From an optimization exercise on the open Yosys and OpenROAD flow, aimed at small area, a short achievable clock period and few clock cycles; shortcuts taken in it are not production practice. Where RTL was checked, it was by simulation tests only, not by an equivalence proof against the original. For runs 2 and 3, only the layout was checked, not whether the RTL still works. Power figures rest on the tool's default switching activity, not on a simulated workload.

==> flow/design.v <==
module mult_accelerator (
	input clk,
	output reg read_n,
	output reg write_n,
	output chipselect,
	input waitrequest,
	output reg [31:0] address,
	output [1:0] byteenable,
	input readdatavalid,
	input [15:0] readdata,
	output reg [15:0] writedata,
	input reset_n
);
assign byteenable = 2'b11;
assign chipselect = 1'b1;
parameter SDRAM_BASE = 32'hC0000000,
	PIXELS_BASE = SDRAM_BASE + 2,
	WEIGHTS_BASE = PIXELS_BASE + 98,
	RESULTS_BASE = WEIGHTS_BASE + 78400,
	LAYER1_BASE = RESULTS_BASE + 400,
	WEIGHTS2_BASE = LAYER1_BASE + 26,
	RESULTS2_BASE = WEIGHTS2_BASE + 20000;
parameter [4:0] 
	IDLE  = 0,
	LOAD_ADDR = 8,
	READ_PIXELS = 1,
	READ_PIXELS_ACK = 6,
	READ_WEIGHTS = 2,
	READ_WEIGHTS_ACK = 7,
	COMP = 3,
	WRITE  = 4,
	WRITE_DONE = 5;
reg [15:0] weights_in;  
reg [15:0] pixels_in;  
reg [31:0] read_address_w, read_address_p, write_address;
reg signed [15:0] sum0;  
reg signed [15:0] sum1;
reg signed [15:0] sum2;
reg signed [15:0] sum3;
reg [4:0] state, next_state;
reg weights_load, pixels_load;
reg weights_wait, pixels_wait;
reg shift_en;
reg write_en;
reg idle;
reg addr_load;
reg start, done;
reg result_valid;
reg is_layer2;
reg [1:0] shift_count;  
reg [10:0] pixel_count;
reg [9:0] row_count;  
always @ (posedge clk)  
	state <= (!reset_n) ? IDLE: next_state;
always @ (*) begin 
	idle = 0;
	addr_load = 0;
	weights_load = 0;
	pixels_load = 0;
	weights_wait = 0;
	pixels_wait = 0;
	shift_en = 0;
	write_en = 0;
	done = 0;
	address = SDRAM_BASE;
	read_n = 1;
	write_n = 1;
	writedata = 16'b1;
	next_state = IDLE;
	case (state)
		IDLE: begin
			idle = 1;
			address = SDRAM_BASE; 
			read_n = 0;
			next_state = (start) ? LOAD_ADDR: IDLE;
		end
		LOAD_ADDR: begin
			addr_load = 1;
			next_state = READ_PIXELS;
		end
		READ_PIXELS: begin
			pixels_load = 1;
			address = read_address_p;
			read_n = 0;
			next_state = (!waitrequest) ? READ_PIXELS_ACK: READ_PIXELS;
		end
		READ_PIXELS_ACK: begin
			pixels_wait = 1;
			next_state = (readdatavalid) ? READ_WEIGHTS: READ_PIXELS_ACK;
		end
		READ_WEIGHTS: begin
			weights_load = 1;
			address = read_address_w;
			read_n = 0;
			next_state = (!waitrequest) ? READ_WEIGHTS_ACK: READ_WEIGHTS;
		end
		READ_WEIGHTS_ACK: begin
			weights_wait = 1;
			next_state = (readdatavalid) ? COMP: READ_WEIGHTS_ACK;
		end
		COMP: begin
			shift_en = 1;
			if (is_layer2) 
				next_state = (pixel_count >= 196) ? WRITE: ((shift_count >= 3) ? READ_PIXELS: READ_WEIGHTS);
			else
				next_state = (pixel_count >= 780) ? WRITE: ((shift_count >= 3) ? READ_PIXELS: READ_WEIGHTS);
		end
		WRITE: begin
			write_en = 1;
			writedata = $signed(sum0 + sum1 + sum2 + sum3);
			address = write_address;
			write_n = 0;
			next_state = (waitrequest) ? WRITE: ((row_count >= 199) ? WRITE_DONE: READ_PIXELS);
		end
		WRITE_DONE: begin
			done = 1;
			writedata = 16'hFFFF;
			address = SDRAM_BASE;
			write_n = 0;
			next_state = (waitrequest) ? WRITE_DONE: IDLE;
		end
	endcase
end
always @(posedge clk) begin 
	sum0 <= sum0;
	sum1 <= sum1;
	sum2 <= sum2;
	sum3 <= sum3;
	weights_in <= weights_in;
	pixels_in <= pixels_in;
	if (idle) begin
		sum0 <= 0;
		sum1 <= 0;
		sum2 <= 0;
		sum3 <= 0;
		weights_in <= 0;
		pixels_in <= 0;
	end
	if (weights_wait) begin
		weights_in <= (readdatavalid) ? readdata: weights_in;
	end
	if (pixels_wait) begin
		pixels_in <= (readdatavalid) ? readdata: pixels_in;
	end
	if (shift_en) begin 
		sum0 <= (pixels_in[12] == 1) ? (sum0 + $signed(weights_in[3:0])): sum0;
		sum1 <= (pixels_in[13] == 1) ? (sum1 + $signed(weights_in[7:4])): sum1;
		sum2 <= (pixels_in[14] == 1) ? (sum2 + $signed(weights_in[11:8])): sum2;
		sum3 <= (pixels_in[15] == 1) ? (sum3 + $signed(weights_in[15:12])): sum3;
		pixels_in <= pixels_in << 4;
	end
	if (write_en) begin
		sum0 <= (!waitrequest) ? 0: sum0;
		sum1 <= (!waitrequest) ? 0: sum1;
		sum2 <= (!waitrequest) ? 0: sum2;
		sum3 <= (!waitrequest) ? 0: sum3;
	end
end
always @ (posedge clk) begin  
	read_address_p <= read_address_p;
	read_address_w <= read_address_w;
	write_address <= write_address;
	if (idle) begin
		read_address_p <= PIXELS_BASE; 
		read_address_w <= WEIGHTS_BASE; 
		write_address <= RESULTS_BASE; 
	end
	else if (addr_load && is_layer2) begin
		read_address_p <= LAYER1_BASE; 
		read_address_w <= WEIGHTS2_BASE; 
		write_address <= RESULTS2_BASE; 
	end
	else if (pixels_load) begin
		read_address_p <= (!waitrequest) ? read_address_p + 2: read_address_p;
	end
	else if (weights_load) begin
		read_address_w <= (!waitrequest) ? read_address_w + 2: read_address_w;
	end
	else if (write_en) begin
		read_address_p <= (is_layer2) ? LAYER1_BASE: PIXELS_BASE;
		write_address <= (waitrequest) ? write_address: write_address + 2;
	end
end
always @ (posedge clk) begin  
	shift_count <= (idle || write_en) ? 0: ((shift_en) ? shift_count + 1: shift_count);
end
always @ (posedge clk) begin  
	pixel_count <= (idle || write_en) ? 0: ((shift_en) ? pixel_count + 4: pixel_count);
end
always @ (posedge clk) begin  
	row_count <= (idle) ? 0: ((write_en && !waitrequest) ? row_count + 1: row_count);
end
always @ (posedge clk) begin 
	start <= (idle && readdatavalid && (readdata == 16'hFFFE || readdata == 16'hFFFD)) ? 1: 0;
end
always @ (posedge clk) begin
	is_layer2 <= is_layer2;
	if (idle && readdatavalid && readdata == 16'hFFFE)
		is_layer2 <= 0;
	if (idle && readdatavalid && readdata == 16'hFFFD)
		is_layer2 <= 1;
end
endmodule
==> flow/run.sh <==
#!/bin/bash
# synth_recipe.tcl (not shown) runs the flow's synth.tcl, then flattens the netlist and writes it again
# the make line also repeats each setting of config.mk as NAME=value (left out here)
make -C /OpenROAD-flow-scripts/flow DESIGN_CONFIG=/design/flow/config.mk WORK_HOME=/design/flow/orfs CLKGATE_MAP_FILE= SYNTH_SCRIPT=/design/flow/synth_recipe.tcl finish
==> flow/config.mk <==
export PLATFORM = sky130hd
export DESIGN_NAME = mult_accelerator
export DESIGN_NICKNAME = mult_accelerator
export VERILOG_FILES = /design/flow/design.v
export SDC_FILE = /design/flow/constraint.sdc
export NUM_CORES = 4
export LEC_CHECK = 0
export CAP_MARGIN = 20
export CORE_MARGIN = 2
export CORE_UTILIZATION = 40
export PLACE_DENSITY = 0.6
export SLEW_MARGIN = 20
==> flow/constraint.sdc <==
create_clock -name core_clock -period 6.0 [get_ports {clk}]
set_input_delay 1.2000 -clock core_clock [delete_from_list [all_inputs] [get_ports {clk}]]
set_output_delay 1.2000 -clock core_clock [all_outputs]
set_load 0.01 [all_outputs]
==> results of run 1 <==
[sequential cells by signal, summed over array words and instances, names as in the netlist]
name / cells
is_layer2: 1
pixel_count: 9
pixels_in: 16
read_address_p: 32
read_address_w: 31
row_count: 10
shift_count: 2
start: 1
state: 4
sum0: 16
sum1: 16
sum2: 16
sum3: 16
weights_in: 16
write_address: 31
[what timing repair did]
| item | 4_1_cts | 5_1_grt |
|---|---|---|
| resized for setup | 0 | 2 |
| hold buffers | 0 | 0 |
| setup endpoints to repair | 0 | 3 |
[cells by family after synthesis]
family	synth area share
flops	0.375
xor+xnor	0.0867
buf+inv	0.0563
fa+ha+maj	0.122
other cells	0.000267
compound gates	0.157
simple gates	0.196
mux	0.00651
[final cells by class]
type	count	area (um2)	share of cell area
multi-input cells	1136	8050	0.502
repair buffers	82	788	0.0492
inverters	143	537	0.0335
well taps	455	569	0.0355
flip-flops and latches	217	5270	0.329
clock inverters	9	80.1	0.00500
clock buffers	37	732	0.0457
[critical path: stages, from the launching register on]
cell and delay, ns:
edfxtp_1 0.39, inv_1 0.14, fa_1 0.45, fa_1 0.51, inv_1 0.04, ha_1 0.23, fa_1 0.45, a211oi_2 0.31
o21ai_0 0.27, a41o_1 0.31, a31oi_1 0.19, xnor2_1 0.07, o21ai_0 0.15, clkdlybuf4s50_1 0.56
[through the flow]
stage | util | hold slack [ns] | setup WS [ns]
2_1_floorplan | - | 0.429 | 1.39
3_3_place_gp | 0.440 | 0.448 | 0.723
3_5_place_dp | 0.440 | 0.458 | 0.643
4_1_cts | 0.463 | 0.467 | 0.0596
5_1_grt | 0.464 | 0.494 | -0.00870
6_report | 0.464 | 0.467 | 0.184
[placed cells by master, fill, tap and decap left out, types with 34 or more instances in the layout]
master           instances
ha_1                    82
nand3_1                 44
xor2_1                  71
fa_1                    34
o21ai_0                 81
nand2_1                106
edfxtp_1                92
nor2_1                 151
clkdlybuf4s50_1         69
xnor2_1                 68
a21oi_1                 88
dfxtp_1                125
inv_1                  143
[where the power goes]
part	internal, uW	total (uW)	switching [uW]	leakage (uW)
Clock	887	1510	625	0.000403
Sequential	1530	1530	0.0265	0.00214
Combinational	13.0	25.3	12.3	0.00375
[worst paths after layout]
kind / from / to / slack [ns] / cells past startpoint
worst max-delay path: sum1[1] / writedata[15] / 0.18 / 13
worst min-delay path: shift_count[1] / shift_count[1] / 0.47 / 2
worst max register to register: state[1] / write_address[30] / 2.68 / 7
worst min register to register: shift_count[1] / shift_count[1] / 0.47 / 2
[per-layer routing]
layer	vias up	wire length, um
met5	-	0
met3	57	1440
li1	5630	-
met4	0	1010
met1	5422	16100
met2	264	16300
[cells in the mapped netlist, types with 20 or more instances]
master / count / area share
a21o_1: 20 / 0.011
a21oi_1: 88 / 0.031
a222oi_1: 29 / 0.021
and2_1: 27 / 0.012
and3_1: 23 / 0.010
clkbuf_1: 51 / 0.014
dfxtp_1: 125 / 0.18
edfxtp_1: 92 / 0.20
fa_1: 34 / 0.048
ha_1: 82 / 0.073
inv_1: 143 / 0.038
nand2_1: 106 / 0.028
nand2b_1: 23 / 0.010
nand3_1: 45 / 0.016
nand4_1: 30 / 0.013
nor2_1: 151 / 0.040
nor3_1: 35 / 0.012
o21ai_0: 81 / 0.029
or3_1: 20 / 0.0089
xnor2_1: 68 / 0.042
xor2_1: 71 / 0.044
==> impl_metrics.yaml, run 1 <==
setup_path:
  startpoint_type: "flip-flop"
  required_ns: 4.80
  crit_fanout: 3
  crit_path_end_kind: "output port"
  path_class: "flip-flop to output port"
  arrival_ns: 4.62
place:
  dp_cells: 2033
  postPlaceCellArea_um2: 15200
  portBuffers: 69
  dp_hpwl_um: 25200
  gp_congestion: 0.845
global_route:
  grt.total_usage: 0.192
  top_usage_layer: "met2"
  grt_pass1_vias: 11100
  met3_usage: 0.0226
  grt_max_degree: 48
  grt.met1_usage: 0.257
  grt_util_met2: 0.326
  grt_pass1_wl_um: 57200
  antenna_found_initial: 0
  grt-ovfl-total: 0
route:
  wirelength_um: 34900
  ant_nets: 0
  routedWlPerCell_um: 16.8
  firstDrtPassIters: 6
  via_per_inst: 5.47
  drtIter0Drc: 815
  vias: 11400
  remaining_drc_errors: 0
clocking:
  cts_inserted_buffers: 26
  cts_setup_buffers: 0
  clkSinkCount: 217
  cts_max_level: 1
  clkTransAtPathRegs_ns: 0.06
  cts.path.max_buffers: 3
  cts_tree: "built"
  clock_latency_ns: 0.55
  root_buffer: "clkbuf_16"
logic_synthesis:
  synth_cells: 1557
  ys.flop_type: "dfxtp_1"
  yosys_warnings: 1
  yosysUniqueCellTypes: 76
  netlist_area_um2: 14000
  synth_edf_count: 92
  synth_area_per_cell_um2: 9.01
  yosysSeqAreaShare: 0.375
  async_flop_share: 0
  yosys_register_bits: 217
sta:
  worstMarginPinSlew_ns: 1.01
  final.setup.tns_ns: 0
  period_needed_ns: 5.82
  timing.slew.headroom: 0.321
  skew_ns: 0.0314
  final-max-slew-violation-count: 0
  period_share: 0.969
  fmax_ghz: 0.172
  setup_viol: 0
  final-hold-violation-count: 0
finish:
  layout.cells.non_filler: 2079
  fillers: 3356
  syn_to_final_growth_pct: 14.1
  stdcell_area_um2: 16000
  diodes: 0
  num-nets-final: 1742
  drive_above_1_share: 0.0511
run_status:
  status: "finished clean"
pwr:
  total_power_uw: 3060
  ir_drop_mv: 0.223
  leakagePower_uw: 0.00629
  power_density_nw_per_um2: 191
die:
  die_h_um: 191
  initial_utilization: 0.406
  core_area_um2: 34500
  dieArea_um2: 36600
  row_count: 68
  io_pins: 73
  die_w_um: 191
min_path:
  min-delay-path-class: "flip-flop to flip-flop"
flow_run:
  max_cap_viol_count: 0
Testbench counts, summed over its fixed seeds: cycles 1,943,510.
==> inputs of run 2 (changes only) <==
==> flow/design.v (replaced) <==
module mult_accelerator (
	input clk,
	output reg read_n,
	output reg write_n,
	output chipselect,
	input waitrequest,
	output [31:0] address,
	output [1:0] byteenable,
	input readdatavalid,
	input [15:0] readdata,
	output [15:0] writedata,
	input reset_n
);
assign byteenable = 2'b11;
assign chipselect = 1'b1;
localparam [15:0] PIX1 = 16'd1,     W1 = 16'd50,    R1 = 16'd39250,
                  PIX2 = 16'd39450, W2 = 16'd39463, R2 = 16'd49463;
localparam [2:0] S_POLL = 3'd0, S_RUN = 3'd1, S_END = 3'd2, S_WR = 3'd3, S_FLAG = 3'd4;
reg [2:0]  state;
reg        layer2;       
reg        ph;           
reg [7:0]  c;            
reg [7:0]  r;            
reg [15:0] wptr;         
reg [1:0]  t1, t2;       
reg [15:0] pix;          
reg signed [6:0]  sum_q;  
reg signed [13:0] acc;
reg [15:0] waddr;
wire req = !read_n || !write_n;
wire taken = req && !waitrequest;
always @(*) begin
	read_n = 1'b1;
	write_n = 1'b1;
	waddr = 16'd0;
	case (state)
		S_POLL: read_n = 1'b0;
		S_RUN: begin
			read_n = 1'b0;
			waddr = ph ? ((layer2 ? PIX2 : PIX1) + c[7:2]) : wptr;
		end
		S_END: begin
			read_n = !ph;
			waddr = (layer2 ? PIX2 : PIX1) + c[7:2];
		end
		S_WR: begin
			write_n = 1'b0;
			waddr = (layer2 ? R2 : R1) + r;
		end
		S_FLAG: write_n = 1'b0;
		default: ;
	endcase
end
assign address = {2'b11, 13'd0, waddr, 1'b0};
assign writedata = {{2{acc[13]}}, acc};
wire arr_pix = t2[0];
wire arr_wt  = t2[1];
wire is_cmd  = (&readdata[15:2]) && (readdata[1] ^ readdata[0]);
wire start   = (state == S_POLL) && readdatavalid && is_cmd;
wire last_c  = layer2 ? (c == 8'd49) : (c == 8'd195);
wire last_r  = (r == 8'd199);
wire signed [6:0] gsum =
	(pix[12] ? {{3{readdata[3]}},  readdata[3:0]}   : 7'sd0) +
	(pix[13] ? {{3{readdata[7]}},  readdata[7:4]}   : 7'sd0) +
	(pix[14] ? {{3{readdata[11]}}, readdata[11:8]}  : 7'sd0) +
	(pix[15] ? {{3{readdata[15]}}, readdata[15:12]} : 7'sd0);
always @(posedge clk) begin
	if (!reset_n) begin
		state <= S_POLL;
		t1 <= 2'b00;
		t2 <= 2'b00;
	end else begin
		t2 <= t1;
		t1 <= 2'b00;
		case (state)
			S_POLL: if (start) state <= S_RUN;
			S_RUN: if (taken) begin
				t1 <= ph ? 2'b01 : 2'b10;
				if (!ph && last_c) state <= S_END;
			end
			S_END: begin
				if (ph && taken) t1 <= 2'b01;
				if (t1 != 2'b10 && t2 != 2'b10 && (!ph || taken)) state <= S_WR;
			end
			S_WR: if (taken) state <= last_r ? S_FLAG : S_RUN;
			S_FLAG: if (taken) state <= S_POLL;
			default: state <= S_POLL;
		endcase
	end
end
always @(posedge clk) begin
	if (start) begin
		layer2 <= readdata[0];
		ph <= 1'b1;
		c <= 8'd0;
		r <= 8'd0;
		wptr <= readdata[0] ? W2 : W1;
	end
	if ((state == S_RUN || state == S_END) && taken) begin
		if (ph)
			ph <= 1'b0;
		else begin
			wptr <= wptr + 16'd1;
			c <= last_c ? 8'd0 : c + 8'd1;
			ph <= last_c || (c[1:0] == 2'b11);
		end
	end
	if (state == S_WR && taken)
		r <= r + 8'd1;
end
always @(posedge clk) begin
	if (arr_pix)
		pix <= readdata;
	else if (arr_wt)
		pix <= {pix[11:0], 4'b0};
	sum_q <= arr_wt ? gsum : 7'sd0;
	if (start || (state == S_WR && taken))
		acc <= {14{state == S_WR && last_r}};
	else
		acc <= acc + sum_q;
end
endmodule
==> impl_metrics.yaml, run 2 <==
global_route:
  grt_pass1_wl_um: 19000
  antenna_found_initial: 0
  grt_pass1_vias: 3859
  grt-ovfl-total: 0
  grt_max_degree: 24
  grt.total_usage: 0.179
min_path:
  min-delay-path-class: "flip-flop to flip-flop"
sta:
  setup_viol: 0
  period_share: 0.719
  timing.slew.headroom: 0.395
  final-hold-violation-count: 0
  rsz0062_at_grt: "false"
  worstMarginPinSlew_ns: 0.904
  fmax_ghz: 0.232
  skew_ns: 0.00707
  final.setup.tns_ns: 0
  fin_ws_ns: 1.68
  final-max-slew-violation-count: 0
  period_needed_ns: 4.32
setup_path:
  reg2reg_slack_ns: 3.03
  cpPeakStageDelay_ns: 0.72
  crit_fanout: 14
  crit_family: "buffers and inverters"
  cp_cell_sequence: "inv_1 > ha_1 > inv_1 > fa_1 > inv_1 > a31oi_1 > xnor2_1 > a22oi_1 > nand2_1 > clkdlybuf4s50_1"
  cp_common_cell: "inv_1"
  cp_slowest_cell: "edfxtp_1"
  crit_path_end_kind: "output port"
  arrival_ns: 3.12
  required_ns: 4.80
  startpoint_type: "flip-flop"
  cp.buffers_inverters: 4
  path_class: "flip-flop to output port"
pwr:
  total_power_uw: 1150
  swShare: 0.216
  power.switching_uw: 248
  ir_drop_mv: 0.0872
  clockPowerShare: 0.471
  cell_internal_pwr_uw: 898
  leakagePower_uw: 0.00238
  seqPwrFrac: 0.481
  pwr-share-comb: 0.049
  power_density_nw_per_um2: 192
route:
  ant_nets: 0
  vias: 4089
  routedWlPerCell_um: 14.8
  remaining_drc_errors: 0
  drtIter0Drc: 229
  firstDrtPassIters: 5
  wirelength_um: 11400
  via_per_inst: 5.31
logic_synthesis:
  yosys_register_bits: 78
  synth_area_leaders: "dfxtp_1 (20%), edfxtp_1 (15%), ha_1 (7.6%)"
  netlist_area_um2: 5120
  yosysMostFrequentCell: "dfxtp_1"
  synth_top_area_share: 0.203
  ys.flop_type: "dfxtp_1"
  yosysSeqAreaShare: 0.356
  synth.largest_area_cell: "dfxtp_1"
  synth_edf_count: 26
  yosysUniqueCellTypes: 67
  yosys_warnings: 1
  synthTopCellsByCount: "dfxtp_1 (52), nand2_1 (36), nor2_1 (35), inv_1 (32), ha_1 (31)"
  synth_cells: 552
  synth_area_per_cell_um2: 9.28
  async_flop_share: 0
place:
  portBuffers: 53
  dp_hpwl_um: 8500
  gp_congestion: 0.883
  postPlaceCellArea_um2: 5690
  post-place-ws_ns: 1.75
clocking:
  cts_inserted_buffers: 9
  root_buffer: "clkbuf_16"
  cts_resized: 0
  cts_tree: "built"
  cts_setup_buffers: 0
  clkTransAtPathRegs_ns: 0.06
  clock_latency_ns: 0.35
  hold_buffers: 0
  cts.path.max_buffers: 2
  cts_max_level: 3
  clkSinkCount: 78
die:
  initial_utilization: 0.408
  dieArea_um2: 13700
  die_h_um: 117
  io_pins: 73
  die_w_um: 117
  core_area_um2: 12600
  row_count: 41
finish:
  stdcell_area_um2: 5980
  drive_above_1_share: 0.0686
  diodes: 0
  syn_to_final_growth_pct: 16.7
  layout_commonest_cell: "clkdlybuf4s50_1"
  top_regs: "pix: 16 flops, wptr: 16 flops, acc: 14 flops"
  mostFrequentLayoutCells: "clkdlybuf4s50_1 (53), dfxtp_1 (52), nand2_1 (36)"
  num-nets-final: 655
flow_run:
  max_cap_viol_count: 0
run_status:
  status: "finished clean"
[run 2: changes by cell type in the layout (fill, tap and decap cells not counted), moves of 25 or more]
| cell | before | now |
|---|---|---|
| a21oi_1 | 88 | 18 |
| a222oi_1 | 29 | 3 |
| dfxtp_1 | 125 | 52 |
| edfxtp_1 | 92 | 26 |
| ha_1 | 82 | 31 |
| inv_1 | 143 | 32 |
| nand2_1 | 106 | 36 |
| nand3_1 | 44 | 19 |
| nor2_1 | 151 | 35 |
| o21ai_0 | 81 | 12 |
| o21ai_1 | 1 | 29 |
| xnor2_1 | 68 | 22 |
| xor2_1 | 71 | 8 |
[run 2: power groups by stage]
stage | logic, uW | registers, uW | clock network [uW]
2_1_floorplan | 32.2 | 564 | 0
3_3_place_gp | 55.0 | 563 | 0
3_5_place_dp | 55.8 | 563 | 0
4_1_cts | 55.9 | 551 | 554
5_1_grt | 61.7 | 551 | 576
6_report | 55.6 | 551 | 540
[run 2: per-layer routing]
layer	global-route usage	share of wire	vias to the layer above
li1	-	-	2021
met4	0.0949	0.023	0
met5	0	0	-
met2	0.276	0.45	98
met1	0.239	0.49	1951
met3	0.0314	0.045	19
[run 2: final timing paths]
path	from	endpoint	cells past startpoint
worst max-delay path	layer2	address[5]	10
worst min register to register	t1[1]	t2[1]	1
worst max register to register	pix[12]	sum_q[5]	9
worst min-delay path	t1[1]	t2[1]	1
[run 2: per-stage QoR]
stage                     hold slack, ns  utilization  std cells
after floorplan                    0.420            -        569
after global placement             0.431        0.453        754
after detailed placement           0.443        0.453        754
after CTS                          0.459        0.476        770
after global routing               0.468        0.476        770
final                              0.455        0.476        770
[run 2: area by class of cell]
type | instances | area [um2]
tap | 172 | 215
sequential | 78 | 1820
timing repair buffer | 54 | 538
clock buffer | 10 | 229
inverter | 33 | 124
multi-input combinational | 417 | 2990
fill | 1234 | 6590
clock inverter | 6 | 61.3
[run 2: logic make-up after synthesis]
logic type	share of synthesized area
multiplexers	0.0366
adder cells (fa/ha/maj)	0.119
XOR/XNOR	0.0513
flip-flops	0.356
buffers and inverters	0.0733
other	0.00147
AO/OA/AOI/OAI	0.171
AND/OR/NAND/NOR	0.192
==> inputs of run 3 (changes only) <==
--- a/flow/config.mk
+++ b/flow/config.mk
@@ -5,8 +5,10 @@
 export SDC_FILE = /design/flow/constraint.sdc
 export NUM_CORES = 4
 export LEC_CHECK = 0
+export ABC_CLOCK_PERIOD_IN_PS = 2400
 export CAP_MARGIN = 20
 export CORE_MARGIN = 2
 export CORE_UTILIZATION = 40
 export PLACE_DENSITY = 0.6
+export SETUP_SLACK_MARGIN = 3.6
 export SLEW_MARGIN = 20
==> impl_metrics.yaml, run 3 <==
die:
  die_w_um: 117
  initial_utilization: 0.408
  io_pins: 73
  die_h_um: 117
  core_area_um2: 12600
  row_count: 41
  dieArea_um2: 13700
place:
  gp_congestion: 0.836
  dp_hpwl_um: 8680
  portBuffers: 53
logic_synthesis:
  netlist_area_um2: 5120
  yosysSeqAreaShare: 0.356
  yosysMostFrequentCell: "dfxtp_1"
  synth_cells: 552
  synth_area_leaders: "dfxtp_1 (20%), edfxtp_1 (15%), ha_1 (7.6%)"
  synth.largest_area_cell: "dfxtp_1"
  yosys_register_bits: 78
  synth_area_per_cell_um2: 9.28
  ys.flop_type: "dfxtp_1"
  synth_top_area_share: 0.203
  async_flop_share: 0
  yosys_warnings: 1
  synthTopCellsByCount: "dfxtp_1 (52), nand2_1 (36), nor2_1 (35), inv_1 (32), ha_1 (31)"
  yosysUniqueCellTypes: 67
  synth_edf_count: 26
global_route:
  grt.total_usage: 0.199
  grt_pass1_wl_um: 21000
  grt_pass1_vias: 4144
  antenna_found_initial: 0
  grt_max_degree: 19
  grt-ovfl-total: 0
sta:
  holdWs_ns: 0.451
  final-max-slew-violation-count: 0
  worstMarginPinSlew_ns: 0.803
  final-hold-violation-count: 0
  final.setup.tns_ns: 0
  rsz0062_at_grt: "true"
  period_needed_ns: 3.68
  fmax_ghz: 0.272
  setup_viol: 0
  period_share: 0.613
  skew_ns: 0.00952
  timing.slew.headroom: 0.461
setup_path:
  required_ns: 4.80
  r2r_cells: 9
  crit_fanout: 6
  r2r-end: "sum_q[5]"
  startpoint_type: "flip-flop"
  reg2reg_slack_ns: 3.13
  arrival_ns: 2.48
  worstReg2RegStart: "pix[12]"
  crit_path_end_kind: "output port"
  path_class: "flip-flop to output port"
pwr:
  leakagePower_uw: 0.00275
  ir_drop_mv: 0.114
  power_density_nw_per_um2: 165
finish:
  layout_commonest_cell: "dfxtp_1"
  diodes: 0
  top_regs: "pix: 16 flops, wptr: 16 flops, acc: 14 flops"
  syn_to_final_growth_pct: 32.5
  drive_above_1_share: 0.301
  mostFrequentLayoutCells: "dfxtp_1 (49), nor2_1 (32), nand2_1 (32)"
  num-nets-final: 704
route:
  via_per_inst: 5.34
  wirelength_um: 13200
  remaining_drc_errors: 0
  drtIter0Drc: 251
  firstDrtPassIters: 6
  routedWlPerCell_um: 16.1
  ant_nets: 0
  vias: 4377
clocking:
  clkTransAtPathRegs_ns: 0.06
  clkSinkCount: 78
  cts.path.max_buffers: 2
  cts_inserted_buffers: 9
  hold_buffers: 0
  clock_latency_ns: 0.35
  cts_max_level: 3
  cts_tree: "built"
  root_buffer: "clkbuf_16"
min_path:
  holdPathStages: 1
  min-delay-path-class: "flip-flop to flip-flop"
  hp-start: "t1[0]"
  hold-path-endpoint: "t2[0]"
flow_run:
  max_cap_viol_count: 0
run_status:
  status: "finished clean"
run 3: layout make-up:
cell class | instances | area [um2]
inverter | 33 | 131
clock buffer | 11 | 243
clock inverter | 5 | 36.3
tap | 172 | 215
fill | 1114 | 5780
sequential | 78 | 1830
multi-input combinational | 420 | 3490
timing repair buffer | 100 | 842
run 3: worst max-delay path by stage:
stage / slack [ns] / endpoint / from
after global placement: 1.95 / sum_q[5] / readdata[0]
after CTS: 2.36 / address[8] / layer2
after floorplan: 2.57 / sum_q[5] / readdata[9]
after global routing: 2.25 / address[8] / layer2
after detailed placement: 1.88 / sum_q[5] / readdata[0]
final: 2.32 / address[8] / layer2
run 3: per-stage QoR:
| stage | instance area (um2) | util | std cells | power (uW) | setup WS, ns |
|---|---|---|---|---|---|
| floorplan | 5320 | - | 569 | 596 | 2.57 |
| global placement | 5810 | 0.462 | 754 | 618 | 1.95 |
| detailed placement | 5810 | 0.462 | 754 | 618 | 1.88 |
| CTS | 6660 | 0.530 | 812 | 1130 | 2.36 |
| global route | 6790 | 0.540 | 819 | 1160 | 2.25 |
| finish | 6790 | 0.540 | 819 | 1120 | 2.32 |
run 3: power by group:
group	internal [uW]	switching, uW
clock network	292	226
logic	23.8	28.1
registers	546	3.16
total	862	257
run 3: repair_timing:
action,in CTS,in global routing
setup buffers,40,6
cloned,2,1
hold endpoints to repair,0,0
pin swaps,57,30
resized for setup,215,28
setup endpoints to repair,93,62
run 3: cells by family after synthesis:
family / count (synthesis) / synth area share
other: 2 / 0.00147
multiplexers: 17 / 0.0366
AO/OA/AOI/OAI: 128 / 0.171
AND/OR/NAND/NOR: 181 / 0.192
flip-flops: 78 / 0.356
adder cells (fa/ha/maj): 42 / 0.119
buffers and inverters: 74 / 0.0733
XOR/XNOR: 30 / 0.0513
run 3: critical path, cell delays in order, from the launching register on:
cell	delay [ns]
edfxtp_1	0.44
buf_12	0.17
ha_4	0.23
o21a_1	0.13
o21a_1	0.20
o21ai_2	0.16
a21boi_2	0.09
or3_1	0.32
a32o_1	0.25
buf_2	0.13
run 3: per-layer routing:
layer  global-route usage  wire length, um  vias up
met4               0.0824              308        0
met3               0.0299              524       28
met1                0.267             6070     2118
met2                0.323             6280      104
li1                     -                -     2127
met5                    0                0        -

[static timing again, ports no longer ideal]
The results above use ideal ports. As a check the final layouts listed here were re-extracted and re-timed, cells and wires unchanged.
Step 1 (the two cells are an assumption about what drives the block):
set clk [get_ports {clk}]
set_driving_cell -lib_cell sky130_fd_sc_hd__clkbuf_16 $clk
set_driving_cell -lib_cell sky130_fd_sc_hd__buf_2 [delete_from_list [all_inputs] $clk]
Step 2 moves the port delays by t, midway between the first and last clock arrival at a register: inputs arrive t later, outputs are due t later. That takes back most of the time a late clock gives input paths.
Slacks: ideal ports / drivers / drivers and shift; pairs: ideal ports / drivers.
run	t, ns	setup slack, ns	worst setup path after step 2
run 1	0.583	0.184 / 0.133 / 0.716	register to output
run 2	0.383	1.683 / 1.643 / 1.767	input to register
run 3	0.385	2.321 / 2.279 / 2.297	input to register
After both steps every run listed still meets setup and hold. The setup slack of run 3, which loses most, moves by -0.042 ns with the drivers and by -0.024 ns with both steps.
